Background: an optimization exercise with open tools, aiming at a short achievable clock period and few clock cycles. Do not read the settings as production practice. The RTL was checked by simulation tests, not by an equivalence proof against the original design. Power and IR drop assume default switching activity.

===== flow/config.mk =====
export PLATFORM = sky130hd
export DESIGN_NAME = top
export DESIGN_NICKNAME = top
export VERILOG_FILES = /design/flow/design.v
export SDC_FILE = /design/flow/constraint.sdc
export NUM_CORES = 4
export LEC_CHECK = 0
export CAP_MARGIN = 20
export CELL_PAD_IN_SITES_DETAIL_PLACEMENT = 1
export CELL_PAD_IN_SITES_GLOBAL_PLACEMENT = 1
export CORE_MARGIN = 2
export CORE_UTILIZATION = 40
export SETUP_SLACK_MARGIN = 5
export SLEW_MARGIN = 20
export SYNTH_HIERARCHICAL = 1
export SYNTH_MINIMUM_KEEP_SIZE = 0
export TNS_END_PERCENT = 100

===== flow/constraint.sdc =====
create_clock -name core_clock -period 8.0 [get_ports {clk}]
set_input_delay 1.6000 -clock core_clock [delete_from_list [all_inputs] [get_ports {clk}]]
set_output_delay 1.6000 -clock core_clock [all_outputs]
set_load 0.01 [all_outputs]

===== flow/design.v =====
`timescale 1ns / 1ps
module top(input clk, reset, input [31:0] InstrF, readDataM,
           output memWriteM, output [31:0] ALUResultM, writeDataM, pcF);
  reg  [31:0] pcF_r;
  reg         validD, predTakenD;
  reg  [31:0] InstrD, PCD, PCPlus4D, immB_D;
  reg  [31:1] rs1oh, rs2oh;
  reg  [31:0] A_En, B_En, SD_E, altPC_E;    
  reg         fS_L, fS_M;
  reg  [31:0] fwdA_n, fwdB_n;
  reg         addE, subE, sltE, xorE, orE, andE;
  reg         branchE, predTakenE, loadE, storeE, regWriteE;
  reg  [4:0]  rdE;
  reg  [31:0] ALUResultM_r, WD_M;
  reg         memWriteM_r, loadM, regWriteM;
  reg  [4:0]  rdM;
  reg  [31:0] resW;
  reg         regWriteW;
  reg  [4:0]  rdW;
  reg  [31:0] rf [1:31];
  reg  [31:1] weW;     
  assign pcF        = pcF_r;
  reg  [31:0] addrM;
  assign ALUResultM = addrM;
  assign memWriteM  = memWriteM_r;
  assign writeDataM = WD_M;
  wire mispE;
  wire [6:0]  opF   = InstrF[6:0];
  wire        isJF  = (opF == 7'b1101111);
  wire        isBF  = (opF == 7'b1100011);
  wire        predF = isJF | (isBF & ((InstrF[19:15] == InstrF[24:20]) | InstrF[31]));
  wire [31:0] immBF = {{20{InstrF[31]}}, InstrF[7], InstrF[30:25], InstrF[11:8], 1'b0};
  wire [31:0] immJF = {{12{InstrF[31]}}, InstrF[19:12], InstrF[20], InstrF[30:21], 1'b0};
  wire [31:1] rs1ohF, rs2ohF, rs1ohD, rs2ohD;
  genvar gi;
  generate
    for (gi = 1; gi < 32; gi = gi + 1) begin : g_oh
      assign rs1ohF[gi] = (InstrF[19:15] == gi);
      assign rs2ohF[gi] = (InstrF[24:20] == gi);
      assign rs1ohD[gi] = (InstrD[19:15] == gi);
      assign rs2ohD[gi] = (InstrD[24:20] == gi);
    end
  endgenerate
  wire [31:0] targetJF, targetBF;
  add32 u_tJ (.a(pcF_r), .b(immJF), .s(targetJF));
  add32 u_tB (.a(pcF_r), .b(immBF), .s(targetBF));
  wire [31:0] PCPlus4F = pcF_r + 32'd4;
  wire        stallD;
  wire        takeF    = ~stallD & predF;
  wire [31:0] pcOther  = stallD ? pcF_r : PCPlus4F;
  wire [31:0] pcNorm   = ({32{takeF & isJF}} & targetJF) | ({32{takeF & ~isJF}} & targetBF) |
                         ({32{~takeF}} & pcOther);
  wire [31:0] pcNext   = mispE ? altPC_E : pcNorm;
  always @(posedge clk or posedge reset) begin
    if (reset) begin
      pcF_r      <= 32'd0;
      validD     <= 1'b0;
    end else begin
      pcF_r      <= pcNext;
      if (mispE)
        validD <= 1'b0;
      else if (!stallD)
        validD <= 1'b1;
    end
  end
  always @(posedge clk) begin
      if (!stallD) begin
        predTakenD <= predF;
        InstrD     <= InstrF;
        PCPlus4D   <= PCPlus4F;
        PCD        <= pcF_r;
        immB_D     <= immBF;
      end
      rs1oh <= stallD ? rs1ohD : rs1ohF;
      rs2oh <= stallD ? rs2ohD : rs2ohF;
  end
  wire [6:0] op  = InstrD[6:0];
  wire [2:0] f3  = InstrD[14:12];
  wire [4:0] rs1 = InstrD[19:15];
  wire [4:0] rs2 = InstrD[24:20];
  wire [4:0] rd  = InstrD[11:7];
  wire isR = (op == 7'b0110011);
  wire isI = (op == 7'b0010011);
  wire isL = (op == 7'b0000011);
  wire isS = (op == 7'b0100011);
  wire isB = (op == 7'b1100011);
  wire isJ = (op == 7'b1101111);
  wire [31:0] immI = {{20{InstrD[31]}}, InstrD[31:20]};
  wire [31:0] immS = {{20{InstrD[31]}}, InstrD[31:25], InstrD[11:7]};
  wire useA  = isR | isI | isL | isS | isB;
  wire useB  = isR | isB;
  wire useSD = isS;
  wire wrD   = (isR | isI | isL | isJ) & (rd != 5'd0);
  reg  [31:0] rf1, rf2;
  integer k;
  always @(*) begin
    rf1 = 32'd0;
    rf2 = 32'd0;
    for (k = 1; k < 32; k = k + 1) begin
      rf1 = rf1 | ({32{rs1oh[k]}} & rf[k]);
      rf2 = rf2 | ({32{rs2oh[k]}} & rf[k]);
    end
  end
  wire [31:0] rw1 = (regWriteW && rdW == rs1) ? resW : rf1;
  wire [31:0] rw2 = (regWriteW && rdW == rs2) ? resW : rf2;
  wire e1 = regWriteE && rdE == rs1;
  wire e2 = regWriteE && rdE == rs2;
  wire m1 = regWriteM && rdM == rs1;
  wire m2 = regWriteM && rdM == rs2;
  wire [31:0] valM = loadM ? readDataM : ALUResultM_r;
  wire [31:0] rv1 = m1 ? valM : rw1;
  wire [31:0] rv2 = m2 ? valM : rw2;
  assign stallD = validD & loadE & ((useA & e1) | (useB & e2));
  wire goE = validD & ~mispE & ~stallD;
  wire [31:0] targetD;
  add32 u_tD (.a(PCD), .b(immB_D), .s(targetD));
  wire fAn = useA & e1;
  wire fBn = useB & e2;
  always @(posedge clk or posedge reset) begin
    if (reset) begin
      branchE <= 1'b0; loadE <= 1'b0; storeE <= 1'b0; regWriteE <= 1'b0;
    end else begin
      branchE   <= goE & isB;
      loadE     <= goE & isL;
      storeE    <= goE & isS;
      regWriteE <= goE & wrD;
    end
  end
  always @(posedge clk) begin
      A_En <= ~(fAn ? 32'd0 : isJ ? PCPlus4D : rv1);
      B_En <= ~(fBn ? 32'd0 : useB ? rv2 : isJ ? 32'd0 : isS ? immS : immI);
      SD_E <= rv2;
      altPC_E <= predTakenD ? PCPlus4D : targetD;
      fS_L <= useSD & e2 & loadE;
      fS_M <= useSD & e2 & ~loadE;
      addE <= isL | isS | isJ | ((isR | isI) & f3 == 3'b000 & ~(isR & InstrD[30]));
      subE <= isR & f3 == 3'b000 & InstrD[30];
      sltE <= (isR | isI) & f3 == 3'b010;
      xorE <= (isR | isI) & f3 == 3'b100;
      orE  <= (isR | isI) & f3 == 3'b110;
      andE <= (isR | isI) & f3 == 3'b111;
      predTakenE <= predTakenD;
      rdE  <= rd;
  end
  wire [31:0] srcA = ~(fwdA_n & A_En);
  wire [31:0] srcB = ~(fwdB_n & B_En);
  wire [31:0] sdE  = ({32{fS_L}} & readDataM) | ({32{fS_M}} & ALUResultM_r) |
                     ({32{~(fS_L | fS_M)}} & SD_E);
  wire [31:0] sum, diff;
  add32 u_sum (.a(srcA), .b(srcB), .s(sum));
  sub32 u_diff (.a(srcA), .b(srcB), .d(diff));
  wire        lt;
  lt32 u_lt (.a(srcA), .b(srcB), .lt(lt));
  wire [31:0] logE = ({32{andE}} & (srcA & srcB)) | ({32{orE}} & (srcA | srcB)) |
                     ({32{xorE}} & (srcA ^ srcB)) | {31'd0, sltE & lt};
  wire        eqE;
  eq32 u_eq (.a(srcA), .b(srcB), .eq(eqE));
  assign mispE = branchE & (eqE ^ predTakenE);
  always @(posedge clk or posedge reset) begin
    if (reset) begin
      memWriteM_r <= 1'b0; loadM <= 1'b0; regWriteM <= 1'b0;
    end else begin
      memWriteM_r  <= storeE;
      loadM        <= loadE;
      regWriteM    <= regWriteE;
    end
  end
  always @(posedge clk) begin
      ALUResultM_r <= ({32{addE}} & sum) | ({32{subE}} & diff) | logE;
      fwdA_n       <= ~(({32{addE & fAn}} & sum) | ({32{subE & fAn}} & diff) | ({32{fAn}} & logE));
      fwdB_n       <= ~(({32{addE & fBn}} & sum) | ({32{subE & fBn}} & diff) | ({32{fBn}} & logE));
      addrM        <= sum;
      WD_M         <= sdE;
      rdM          <= rdE;
  end
  integer i;
  always @(posedge clk or posedge reset) begin
    if (reset) begin
      regWriteW <= 1'b0;
      weW <= 31'd0;
      for (i = 1; i < 32; i = i + 1) rf[i] <= 32'd0;
    end else begin
      regWriteW <= regWriteM;
      for (i = 1; i < 32; i = i + 1) begin
        weW[i] <= regWriteM && rdM == i;
        if (weW[i]) rf[i] <= resW;
      end
    end
  end
  always @(posedge clk) begin
      resW      <= loadM ? readDataM : ALUResultM_r;
      rdW       <= rdM;
  end
endmodule
module add32(input [31:0] a, b, output [31:0] s);
  assign s = a + b;
endmodule
module sub32(input [31:0] a, b, output [31:0] d);
  assign d = a - b;
endmodule
module eq32(input [31:0] a, b, output eq);
  assign eq = (a == b);
endmodule
module lt32(input [31:0] a, b, output lt);
  assign lt = $signed(a) < $signed(b);
endmodule

===== flow/run.sh =====
#!/bin/bash
# synth_recipe.tcl (not shown) runs the flow's synth.tcl, then flattens the netlist and writes it again
# the make line also repeats each setting of config.mk as NAME=value (left out here)
make -C /OpenROAD-flow-scripts/flow DESIGN_CONFIG=/design/flow/config.mk WORK_HOME=/design/flow/orfs CLKGATE_MAP_FILE= SYNTH_SCRIPT=/design/flow/synth_recipe.tcl finish

==> impl_metrics.toml, run 1 <==
[status]
status = "no timing/DRC/antenna violations"

[floorplanning]
dieArea_sq_um = 202600
die-width_um = 450.1
io_pins = 163
placementRows = 163
start_util_pct = 40.28
core_sq_um = 197600
fp.dieH_um = 450.1

[clock_network]
cts_buffers = 178
clock_latency_ps = 880
ctsHoldBuffers = 0
h-tree-depth = 4
cts_root_buf = "clkbuf_16"
cts_tree = "built"
clk_path_buf_depth = 3
clk_pin_slew_worst_paths_ps = 70
cts.sinks = 1565

[timing]
hold_viol_final = 0
rsz0062_at_grt = "true"
worst_clock_skew_ps = 46.43
finalSetupViolCount = 0
max_freq_mhz = 301.6
min_period_ps = 3315
worst_pin_slew_ps = 1260
fin_crit_sh_pct = 41.44
maxSlewHeadroom_pct = 16.03
drv_slew = 0

[synth]
synth_edf_count = 95
ys_types = 100
synth_xor_area_share_pct = 2.604
avgSynthCellArea_sq_um = 10.82
ys_seq_area_share_pct = 47.24
synth-simple-area-share_pct = 9.371
synthAdderAreaFrac_pct = 4.071
synth_top_family_by_area = "compound AO/OA/AOI/OAI gates"
synth_area_sq_um = 79610
synth_top_area_cell = "dfrtp_1"
synth_area_leaders = "dfrtp_1 (33%), mux2_2 (15%), dfxtp_1 (10%)"
muxShareOfSynthArea_pct = 15.62
netlist.area_leader.share_pct = 33.45
ys_ff_latch = 1565
synth_flop_cell = "dfrtp_1"
syn_inst = 7358
async_flop_share_pct = 67.99
synth_compound_area_share_pct = 17.16
yosysWarnings = 8

[layout]
fin_area_sq_um = 95660
final_layout_size_suffix_gt1_share_pct = 34.06
area_growth_pct = 20.17
layout.nets = 7879

[placed_design]
gp_congestion = 0.8917
hpwl_mm = 232.1
placed_area_sq_um = 83960
portBuffers = 162

[power_and_ir_drop]
total_power_w = 0.02181
p_leak_nw = 41.82
ir_drop_mv = 0.2393
power_density_nw_per_um2 = 228.0

[detailed_routing]
ant_nets = 0
routed_wl_mm = 401.6
drc = 0
via_count = 70600
drt_first_pass_iters = 9
detail_route.iter0.violations = 9930
wl_per_cell_um = 38.79
via_per_inst = 6.819

[worst_setup_path]
endpoint_kind = "flip-flop"
worst-setup-path-type = "in -> reg"
critPathMaxFanout = 5
required_ps = 8740
start_kind = "input pin"
crit_arrival_ps = 4060

[hold_path]
worstHoldPathType = "reg -> reg"

[grt]
grt_max_degree = 156
antenna_found_initial = 16
grt_overflow = 0
grt_pass1_vias = 70330
grtUsageTotal_pct = 38.15
grt_pass1_wl_mm = 552.1

[flow_run]
maxCapViolations = 0
cell usage in the layout (no fill, tap or decap), drive strengths merged, types with 14 or more instances in the layout:
| cell type | count |
|---|---|
| nor3 | 104 |
| a22o | 75 |
| o21a | 16 |
| clkbuf | 264 |
| buf | 563 |
| nor2b | 21 |
| a221oi | 56 |
| nor4 | 21 |
| a21oi | 209 |
| ha | 251 |
| o211ai | 19 |
| nand2 | 436 |
| a211o | 30 |
| a211oi | 21 |
| a21o | 95 |
| clkinv | 39 |
| a31oi | 108 |
| nor2 | 394 |
| dfrtp | 1064 |
| inv | 210 |
| and3 | 14 |
| o21ai | 108 |
| bufinv | 16 |
| edfxtp | 95 |
| nand2b | 51 |
| nand4 | 254 |
| a21boi | 24 |
| clkdlybuf4s50 | 38 |
| mux2i | 42 |
| or2 | 21 |
| xor2 | 133 |
| a22oi | 845 |
| dfxtp | 406 |
| a222oi | 97 |
| mux2 | 1066 |
| xnor2 | 102 |
| o21bai | 26 |
| nand3 | 185 |
metal layers:
layer,share of wire (%),track usage [%],wire length (um)
met4,6.8,21.11,27460
met3,11,11.30,45470
met2,41,54.49,166500
met5,0.033,0.1184,132
met1,40,51.47,162100
final timing paths:
check | end | slack, ps | depth (start not counted) | startpoint
setup / recovery | pcF_r[31]$_DFF_PP0_ | 4680 | 12 | InstrF[29]
min in group asynchronous | rf[23][2]$_DFFE_PP0P_ | 1470 | 4 | reset
hold / removal | rdM[1]$_DFF_P_ | 370 | 0 | rdE[1]$_DFF_P_
max in group asynchronous | rf[8][30]$_DFFE_PP0P_ | 5370 | 5 | reset
hold reg to reg | rdM[1]$_DFF_P_ | 370 | 0 | rdE[1]$_DFF_P_
setup reg to reg | fwdA_n[31]$_DFF_P_ | 4770 | 12 | A_En[10]$_DFF_P_
Yosys stat by module, one instance, submodules excluded:
module | cells inside | copies in the design
eq32 | 43 | 1
top | 5964 | 1
sub32 | 279 | 1
lt32 | 108 | 1
add32 | 241 | 4
per-stage QoR:
step / std cells / setup TNS, ps / hold WS, ps / utilization (%) / setup slack [ps]
global placement: 9716 / 0 / 383.4 / 42.49 / 2938
CTS: 10200 / 0 / 391.9 / 47.14 / 4757
floorplan: 7360 / -8802940 / 329.0 / - / -8273
global route: 10350 / 0 / 394.1 / 48.39 / 4618
finish: 10350 / 0 / 372.3 / 48.41 / 4685
detailed placement: 9716 / 0 / 386.5 / 42.49 / 2931
where the power goes:
part | leakage (nW) | switching (W) | internal [W]
Sequential | 19.0 | 0.000386 | 0.00832
Combinational | 19.8 | 0.00252 | 0.00194
Clock | 2.95 | 0.00365 | 0.00500
Total | 41.8 | 0.00656 | 0.0153
critical path: stages:
cell and delay, ps:
buf_8 110, ha_4 290, and3_4 190, o211ai_1 80
o21bai_4 210, a22oi_4 280, a311oi_4 160, o311a_1 310
or3_1 390, a22o_1 280, nand2_1 80, a31oi_1 70
layout make-up:
class / count / area (sq um)
fillers: 20680 / 102000
multi-input cells: 4990 / 42150
flip-flops and latches: 1565 / 37880
repair buffers: 616 / 5454
clock buffers: 258 / 5150
well taps: 2640 / 3303
clock inverters: 69 / 872.1
inverters: 204 / 808.3
diodes: 10 / 25.02
repair inverters: 2 / 16.27
sequential cells by signal, summed over array words and instances, names as in the netlist, 31 cells and up:
register,count
rf,992
ALUResultM_r,32
A_En,32
B_En,32
InstrD,32
PCD,32
SD_E,32
WD_M,32
addrM,32
altPC_E,32
fwdA_n,32
fwdB_n,32
pcF_r,32
resW,32
rs1oh,31
rs2oh,31
weW,31
cell usage after synthesis (184+ instances only):
master / count
a21oi_1: 207
dfrtp_1: 1064
mux2_2: 1064
nand4_1: 254
nor2_1: 393
clkbuf_1: 447
dfxtp_1: 406
inv_1: 203
nand3_1: 184
ha_1: 251
a22oi_1: 841
nand2_1: 436
repair_timing:
item	4_1_cts	5_1_grt
endpoints found under the setup margin	572	593
resized for setup	1022	298
setup buffers	156	131
pin swaps	159	204
gates cloned	5	8
kinds of logic (layout without fill, tap and decap cells):
family | after synthesis | in the layout
multiplexers | 1108 | 1108
AO/OA/AOI/OAI | 1826 | 1826
AND/OR/NAND/NOR | 1561 | 1562
flip-flops | 1565 | 1565
other | 1 | 13
adder cells (fa/ha/maj) | 256 | 256
XOR/XNOR | 235 | 235
buffers and inverters | 806 | 1149
Testbench counts, summed over its fixed seeds: cycles 19,318.
==> inputs of run 2 (changes only) <==
--- a/flow/design.v
+++ b/flow/design.v
@@ -33,3 +33,3 @@
   wire [31:0] immJF = {{12{InstrF[31]}}, InstrF[19:12], InstrF[20], InstrF[30:21], 1'b0};
-  wire [31:1] rs1ohF, rs2ohF, rs1ohD, rs2ohD;
+  wire [31:1] rs1ohF, rs2ohF;
   genvar gi;
@@ -39,4 +39,2 @@
       assign rs2ohF[gi] = (InstrF[24:20] == gi);
-      assign rs1ohD[gi] = (InstrD[19:15] == gi);
-      assign rs2ohD[gi] = (InstrD[24:20] == gi);
     end
@@ -49,6 +47,8 @@
   wire        takeF    = ~stallD & predF;
-  wire [31:0] pcOther  = stallD ? pcF_r : PCPlus4F;
-  wire [31:0] pcNorm   = ({32{takeF & isJF}} & targetJF) | ({32{takeF & ~isJF}} & targetBF) |
-                         ({32{~takeF}} & pcOther);
-  wire [31:0] pcNext   = mispE ? altPC_E : pcNorm;
+  wire        selJ     = ~mispE & takeF & isJF;
+  wire        selB     = ~mispE & takeF & ~isJF;
+  wire [31:0] pcOther  = mispE ? altPC_E : stallD ? pcF_r : PCPlus4F;
+  wire [31:0] pcNext;
+  ao222 u_pcsel (.a(targetJF), .sa(selJ), .b(targetBF), .sb(selB), .c(pcOther), .sc(~(selJ | selB)),
+                 .y(pcNext));
   always @(posedge clk or posedge reset) begin
@@ -72,5 +72,5 @@
         immB_D     <= immBF;
+        rs1oh      <= rs1ohF;
+        rs2oh      <= rs2ohF;
       end
-      rs1oh <= stallD ? rs1ohD : rs1ohF;
-      rs2oh <= stallD ? rs2ohD : rs2ohF;
   end
@@ -153,2 +153,6 @@
   lt32 u_lt (.a(srcA), .b(srcB), .lt(lt));
+  wire [31:0] resE, fwdA_d, fwdB_d;
+  ao222 u_res (.a(sum), .sa(addE), .b(diff), .sb(subE), .c(logE), .sc(1'b1), .y(resE));
+  ao222n u_fwdA (.a(sum), .sa(addE & fAn), .b(diff), .sb(subE & fAn), .c(logE), .sc(fAn), .y(fwdA_d));
+  ao222n u_fwdB (.a(sum), .sa(addE & fBn), .b(diff), .sb(subE & fBn), .c(logE), .sc(fBn), .y(fwdB_d));
   wire [31:0] logE = ({32{andE}} & (srcA & srcB)) | ({32{orE}} & (srcA | srcB)) |
@@ -168,5 +172,5 @@
   always @(posedge clk) begin
-      ALUResultM_r <= ({32{addE}} & sum) | ({32{subE}} & diff) | logE;
-      fwdA_n       <= ~(({32{addE & fAn}} & sum) | ({32{subE & fAn}} & diff) | ({32{fAn}} & logE));
-      fwdB_n       <= ~(({32{addE & fBn}} & sum) | ({32{subE & fBn}} & diff) | ({32{fBn}} & logE));
+      ALUResultM_r <= resE;
+      fwdA_n       <= fwdA_d;
+      fwdB_n       <= fwdB_d;
       addrM        <= sum;
@@ -206 +210,7 @@
 endmodule
+module ao222(input [31:0] a, b, c, input sa, sb, sc, output [31:0] y);
+  assign y = ({32{sa}} & a) | ({32{sb}} & b) | ({32{sc}} & c);
+endmodule
+module ao222n(input [31:0] a, b, c, input sa, sb, sc, output [31:0] y);
+  assign y = ~(({32{sa}} & a) | ({32{sb}} & b) | ({32{sc}} & c));
+endmodule
==> impl_metrics.toml, run 2 <==
[layout]
finish.utilization_pct = 48.53
regArea_sq_um = 38390
layout_commonest_cell = "mux2_2"
layout.nets = 7707
final_layout_size_suffix_gt1_share_pct = 35.11
multiInputGateArea_sq_um = 42370
largest_reg_flops = 992
regMostFlops = "rf"
mostFrequentLayoutCells = "mux2_2 (1076), dfrtp_1 (1000), a22oi_1 (611), buf_4 (409), dfxtp_1 (285)"
area_growth_pct = 20.63
fillers = 20620

[grt]
grtUsageTotal_pct = 37.90
grt_pass1_wl_mm = 552.3
antenna_found_initial = 17
grt_pass1_vias = 70730
grt_max_degree = 148
use_met3_pct = 10.74
gr-usage-met2_pct = 54.60
use_met1_pct = 51.25
grt_overflow = 0
grt-busiest-layer = "met2"

[power_and_ir_drop]
internal_power_w = 0.01573
p_leak_nw = 43.26
p_clk_share_pct = 37.5
power_density_nw_per_um2 = 235.9
power.switching_w = 0.007099
p_sw_share_pct = 31.09
seqPwrFrac_pct = 39.0
pwr-share-comb_pct = 23.4
ir_drop_mv = 0.2311

[placed_design]
portBuffers = 162
gp_congestion = 0.9061
hpwl_mm = 235.3
preCtsSetupSlack_ps = 2868

[timing]
maxSlewHeadroom_pct = 18.18
holdWs_ps = 396.6
max_freq_mhz = 294.4
drv_slew = 0
worst_pin_slew_ps = 1227
fin_crit_sh_pct = 42.45
min_period_ps = 3396
rsz0062_at_grt = "true"
finalSetupViolCount = 0
worst_clock_skew_ps = 50.88
setup_ws_ps = 4604
hold_viol_final = 0

[synth]
synth_compound_area_share_pct = 18.41
synth_area_sq_um = 80230
synth_top_family_by_area = "compound AO/OA/AOI/OAI gates"
syn_inst = 7150
muxShareOfSynthArea_pct = 15.39
synth-simple-area-share_pct = 7.719
synthAdderAreaFrac_pct = 4.039
synth_xor_area_share_pct = 2.587
ys_types = 95
synth_flop_cell = "dfrtp_1"
synth_area_leaders = "dfrtp_1 (33%), mux2_2 (15%), dfxtp_1 (8.6%)"
yosys-top-cells-count = "mux2_2 (1076), dfrtp_1 (1064), a22oi_1 (613)"
synth_top_area_cell = "dfrtp_1"
async_flop_share_pct = 67.99
synth_most_common_cell = "mux2_2"
ys_ff_latch = 1565
yosysWarnings = 8
synth_edf_count = 157
ys_seq_area_share_pct = 47.64
avgSynthCellArea_sq_um = 11.22
netlist.area_leader.share_pct = 33.18

[worst_setup_path]
rrSetupSlack_ps = 4600
required_ps = 8710
cp_slowest_cell = "a222oi_1"
crit_family = "compound AO/OA/AOI/OAI gates"
max_stage_delay_ps = 680
crit_chain = "nand2_4 > ha_4 > buf_4 > a21oi_4 > o21ai_4 > o21bai_4 > a22oi_4 > a311oi_4 > buf_4 > nor4_1 > or3_4 > a222oi_1 > inv_1"
crit_arrival_ps = 4110
worst-setup-path-type = "reg -> reg"
cp_common_cell = "buf_4"
ff2ff_path_depth = 13
path_buf_inv = 3
r2r-start = "B_En[4]$_DFF_P_"
endpoint_kind = "flip-flop"
start_kind = "flip-flop"
startpoint = "B_En[4]$_DFF_P_"
r2r_end = "ALUResultM_r[31]$_DFF_P_"
critPathMaxFanout = 5

[detailed_routing]
ant_nets = 0
routed_wl_mm = 401.4
drt_first_pass_iters = 10
wl_per_cell_um = 39.35
via_per_inst = 6.951
via_count = 70910
drc = 0
detail_route.iter0.violations = 11160

[clock_network]
cts_root_buf = "clkbuf_16"
cts.sinks = 1565
clk_path_buf_depth = 3
h-tree-depth = 4
cts_tree = "built"
cts_buffers = 180
clock_latency_ps = 860
clk_pin_slew_worst_paths_ps = 60

[floorplanning]
placementRows = 164
io_pins = 163
dieArea_sq_um = 204200
fp.dieH_um = 451.9
core_sq_um = 199500
die-width_um = 451.9
start_util_pct = 40.23

[hold_path]
hold_depth = 0
worstHoldStart = "rdE[4]$_DFF_P_"
worstHoldPathType = "reg -> reg"
hold_end = "rdM[4]$_DFF_P_"

[status]
status = "no timing/DRC/antenna violations"

[flow_run]
maxCapViolations = 0
## run 2: power groups by stage
stage          Combinational, W  Clock, W  Sequential, W
2_1_floorplan           0.00272         0        0.00888
3_3_place_gp            0.00379         0        0.00921
3_5_place_dp            0.00386         0        0.00922
4_1_cts                 0.00473   0.00863        0.00887
5_1_grt                 0.00569   0.00893        0.00892
6_report                0.00535   0.00856        0.00892
## run 2: what timing repair did
action,4_1_cts,5_1_grt
buffers inserted,156,109
gates resized for setup,1051,283
hold buffers,0,0
gates cloned,11,7
pin swaps,145,205
endpoints found under the setup margin,405,334
## run 2: worst max path at each step
stage                                to  slack [ps]  cells after the start
2_1_floorplan         branchE$_DFF_PP0_       -8270                      1
3_3_place_gp        pcF_r[29]$_DFF_PP0_        2640                      9
3_5_place_dp        pcF_r[31]$_DFF_PP0_        2870                     11
4_1_cts        ALUResultM_r[31]$_DFF_P_        4650                     11
5_1_grt        ALUResultM_r[31]$_DFF_P_        4540                     12
6_report       ALUResultM_r[31]$_DFF_P_        4600                     13
## run 2: layout make-up
cell class                      count  area share [%]
Multi-Input combinational cell   4749           43.78
Sequential cell                  1565           39.66
Timing Repair Buffer              647           5.919
Clock buffer                      271           5.521
Tap cell                         2656           3.433
Inverter                          242          0.9631
Clock inverter                     59          0.6955
Antenna cell                       12         0.03102
## run 2: stage by stage
step                cell area [sq um]  setup TNS, ps  std cells  power, W
finish                          96790              0      10200   0.02283
global route                    96760              0      10190   0.02354
CTS                             94430              0      10070   0.02224
detailed placement              84890              0       9576   0.01307
global placement                84890              0       9576   0.01300
floorplan                       80780       -8802940       7156   0.01160
## run 2: per-layer routing
layer  vias to the layer above  routed length [um]
li1                      27870                   -
met3                      1261               45480
met2                      4772              169000
met1                     36990              161500
met5                         -                  92
met4                        14               25410
## run 2: modules after synthesis (local to each module, per instance), a selection
module  copies in the design  cell area, sq um  cells inside
add32                      4              1744           241
ao222                      2             504.2            73
eq32                       1             346.6            43
lt32                       1             789.5           108
sub32                      1              1839           279
top                        1             68470          5528
## run 2: worst register-to-register path, cell delays in order (launching register included)
cell	delay, ps
dfxtp_2	340
nand2_4	90
ha_4	260
buf_4	150
a21oi_4	150
o21ai_4	100
o21bai_4	210
a22oi_4	150
a311oi_4	360
buf_4	180
nor4_1	50
or3_4	440
a222oi_1	680
inv_1	90
## run 2: kinds of logic after synthesis
kind of cell	count (synthesis)
flops	1565
compound gates	1912
fa+ha+maj	256
buf+inv	846
simple gates	1233
xor+xnor	237
mux	1099
other cells	2
Testbench counts of run 2, summed over its fixed seeds: cycles 19,318.
==> inputs of run 3 (changes only) <==
--- a/flow/config.mk
+++ b/flow/config.mk
@@ -8,6 +8,6 @@
 export CAP_MARGIN = 20
-export CELL_PAD_IN_SITES_DETAIL_PLACEMENT = 1
-export CELL_PAD_IN_SITES_GLOBAL_PLACEMENT = 1
+export CELL_PAD_IN_SITES_DETAIL_PLACEMENT = 0
+export CELL_PAD_IN_SITES_GLOBAL_PLACEMENT = 0
 export CORE_MARGIN = 2
-export CORE_UTILIZATION = 40
+export CORE_UTILIZATION = 50
 export SETUP_SLACK_MARGIN = 5
==> impl_metrics.toml, run 3 <==
[layout]
regMostFlops = "rf"
layout.nets = 7632
mostFrequentLayoutCells = "mux2_2 (1076), dfrtp_1 (1001), a22oi_1 (612), buf_4 (357), nand2_1 (273)"
area_growth_pct = 18.72
largest_reg_flops = 992
fin_area_sq_um = 95260
fillers = 13120
finalNonFillerCells = 9541
finish.utilization_pct = 59.53
layout_commonest_cell = "mux2_2"
final_layout_size_suffix_gt1_share_pct = 33.53

[grt]
grt_pass1_vias = 66900
grt_overflow = 0
grt_max_degree = 164
grtUsageTotal_pct = 43.07
antenna_found_initial = 19
grt_pass1_wl_mm = 502.6

[synth]
synth_top_area_cell = "dfrtp_1"
avgSynthCellArea_sq_um = 11.22
synth_area_sq_um = 80230
synth_most_common_cell = "mux2_2"
synth_edf_count = 157
yosys-top-cells-count = "mux2_2 (1076), dfrtp_1 (1064), a22oi_1 (613)"
synth_area_leaders = "dfrtp_1 (33%), mux2_2 (15%), dfxtp_1 (8.6%)"
synth_flop_cell = "dfrtp_1"
ys_seq_area_share_pct = 47.64
netlist.area_leader.share_pct = 33.18
ys_ff_latch = 1565
yosysWarnings = 8
ys_types = 95
syn_inst = 7150
async_flop_share_pct = 67.99

[detailed_routing]
ant_nets = 0
routed_wl_mm = 365.7
via_per_inst = 7.421
via_count = 70810
drc = 0
detail_route.iter0.violations = 14750
wl_per_cell_um = 38.33
drt_first_pass_iters = 14

[floorplanning]
core_sq_um = 160000
dieArea_sq_um = 163700
io_pins = 163
start_util_pct = 50.14
fp.dieH_um = 404.6
die-width_um = 404.6
placementRows = 147

[timing]
worst_pin_slew_ps = 1217
drv_slew = 0
hold_viol_final = 0
holdWs_ps = 351.2
fin_crit_sh_pct = 41.50
max_freq_mhz = 301.2
maxSlewHeadroom_pct = 18.84
worst_clock_skew_ps = 35.16
finalSetupViolCount = 0
rsz0062_at_grt = "true"
min_period_ps = 3320

[clock_network]
clk_pin_slew_worst_paths_ps = 60
clock_latency_ps = 830
cts_buffers = 169
cts.sinks = 1565
cts_root_buf = "clkbuf_16"
clk_path_buf_depth = 3
h-tree-depth = 4
cts_tree = "built"

[flow_run]
maxCapViolations = 0

[power_and_ir_drop]
ir_drop_mv = 0.2591
p_leak_nw = 42.66
power_density_nw_per_um2 = 230.5
total_power_w = 0.02196

[placed_design]
hpwl_mm = 210.4
portBuffers = 162
gp_congestion = 0.9479
placed_cells = 8994
placed_area_sq_um = 84110

[worst_setup_path]
required_ps = 8700
endpoint_kind = "flip-flop"
start_kind = "input pin"
worst-setup-path-type = "in -> reg"
critPathMaxFanout = 5
crit_arrival_ps = 4020

[status]
status = "no timing/DRC/antenna violations"

[hold_path]
worstHoldPathType = "reg -> reg"
## run 3: per-module statistics from Yosys, one instance, submodules excluded
| module | copies in the design | cell area [sq um] | cells | flip-flops and latches |
|---|---|---|---|---|
| add32 | 4 | 1744 | 241 | 0 |
| ao222 | 2 | 504.2 | 73 | 0 |
| ao222n | 2 | 402.9 | 41 | 0 |
| eq32 | 1 | 346.6 | 43 | 0 |
| lt32 | 1 | 789.5 | 108 | 0 |
| sub32 | 1 | 1839 | 279 | 0 |
| top | 1 | 68470 | 5528 | 1565 |
## run 3: path summary, 6_finish.rpt
| check | from | endpoint | slack [ps] | depth (start not counted) |
|---|---|---|---|---|
| setup / recovery | InstrF[13] | pcF_r[31]$_DFF_PP0_ | 4680 | 10 |
| hold / removal | storeE$_DFF_PP0_ | memWriteM_r$_DFF_PP0_ | 350 | 0 |
| setup reg to reg | rs2oh[9]$_DFFE_PN_ | SD_E[24]$_DFF_P_ | 4840 | 6 |
| hold reg to reg | storeE$_DFF_PP0_ | memWriteM_r$_DFF_PP0_ | 350 | 0 |
| max in group asynchronous | reset | pcF_r[28]$_DFF_PP0_ | 5060 | 4 |
| min in group asynchronous | reset | rf[30][26]$_DFFE_PP0P_ | 1180 | 2 |
## run 3: timing repair
item                       CTS  global route
hold buffers                 0             0
gates cloned                11             7
buffers inserted           120            93
resized for setup          833           371
setup endpoints to repair  451           501
pin swaps                  102           174
## run 3: cell families after synthesis
logic type	share of synthesized area [%]
AO/OA/AOI/OAI	18.41
flip-flops	47.64
AND/OR/NAND/NOR	7.719
multiplexers	15.39
buffers and inverters	4.207
adder cells (fa/ha/maj)	4.039
XOR/XNOR	2.587
other	0.009360
## run 3: final cells by class
type	instances	area (sq um)	area share, %
antenna	7	17.52	0.01839
tap	2086	2610	2.740
clock inverter	57	660.6	0.6935
timing repair buffer	584	5474	5.747
inverter	242	929.6	0.9759
clock buffer	252	4913	5.158
sequential	1565	38400	40.31
multi-input combinational	4748	42250	44.35
## run 3: per-stage QoR
stage                     worst slack [ps]  setup TNS (ps)
after floorplan                      -8273        -8802940
after global placement                2928               0
after detailed placement              2919               0
after CTS                             4730               0
after global routing                  4555               0
final                                 4680               0
## run 3: critical path, stage by stage
cell	delay [ps]
clkdlybuf4s15_2	290
ha_4	360
nand2_1	130
a21o_1	210
a22oi_4	200
a311oi_4	150
o311a_1	310
or3_1	370
a222oi_1	320
inv_1	60
## run 3: where the power goes
part	switching [W]	internal, W
registers	0.000457	0.00843
logic	0.00285	0.00219
clock network	0.00342	0.00461
total	0.00673	0.0152
## run 3: routing by layer
layer,track usage (%),part of all wire (%),vias up
li1,-,-,27710
met1,57.03,37,35370
met2,58.72,40,5975
met3,16.64,15,1720
met4,26.85,8.0,26
met5,0.4460,0.075,-

afterwards: timing with drivers on the ports:
In the flow no input, the clock included, has a driving cell. The finished layouts below were timed again as built, in two steps.
Step 1 assumes that a clkbuf_16 drives the clock port and a buf_2 every other input.
Step 2 moves the port delays by t, midway between the first and last clock arrival at a register: inputs arrive t later, outputs are due t later. That takes back most of the time a late clock gives input paths.
Slacks: ideal ports / drivers / drivers and shift; pairs: ideal ports / drivers.
run | shift t [ns] | setup slack, ns | hold slack, ns | worst slew at a driven data input, ns
run 1 | 0.933 | 4.685 / 4.718 / 3.785 | 0.372 / 0.372 / 0.372 | 0.06
run 2 | 0.923 | 4.604 / 4.604 / 3.686 | 0.397 / 0.397 / 0.397 | 0.25
run 3 | 0.907 | 4.680 / 4.725 / 3.818 | 0.351 / 0.351 / 0.351 | 0.12
After both steps every run listed still meets setup and hold. The setup slack of run 2, which loses most, moves by 0.000 ns with the drivers and by -0.918 ns with both steps.
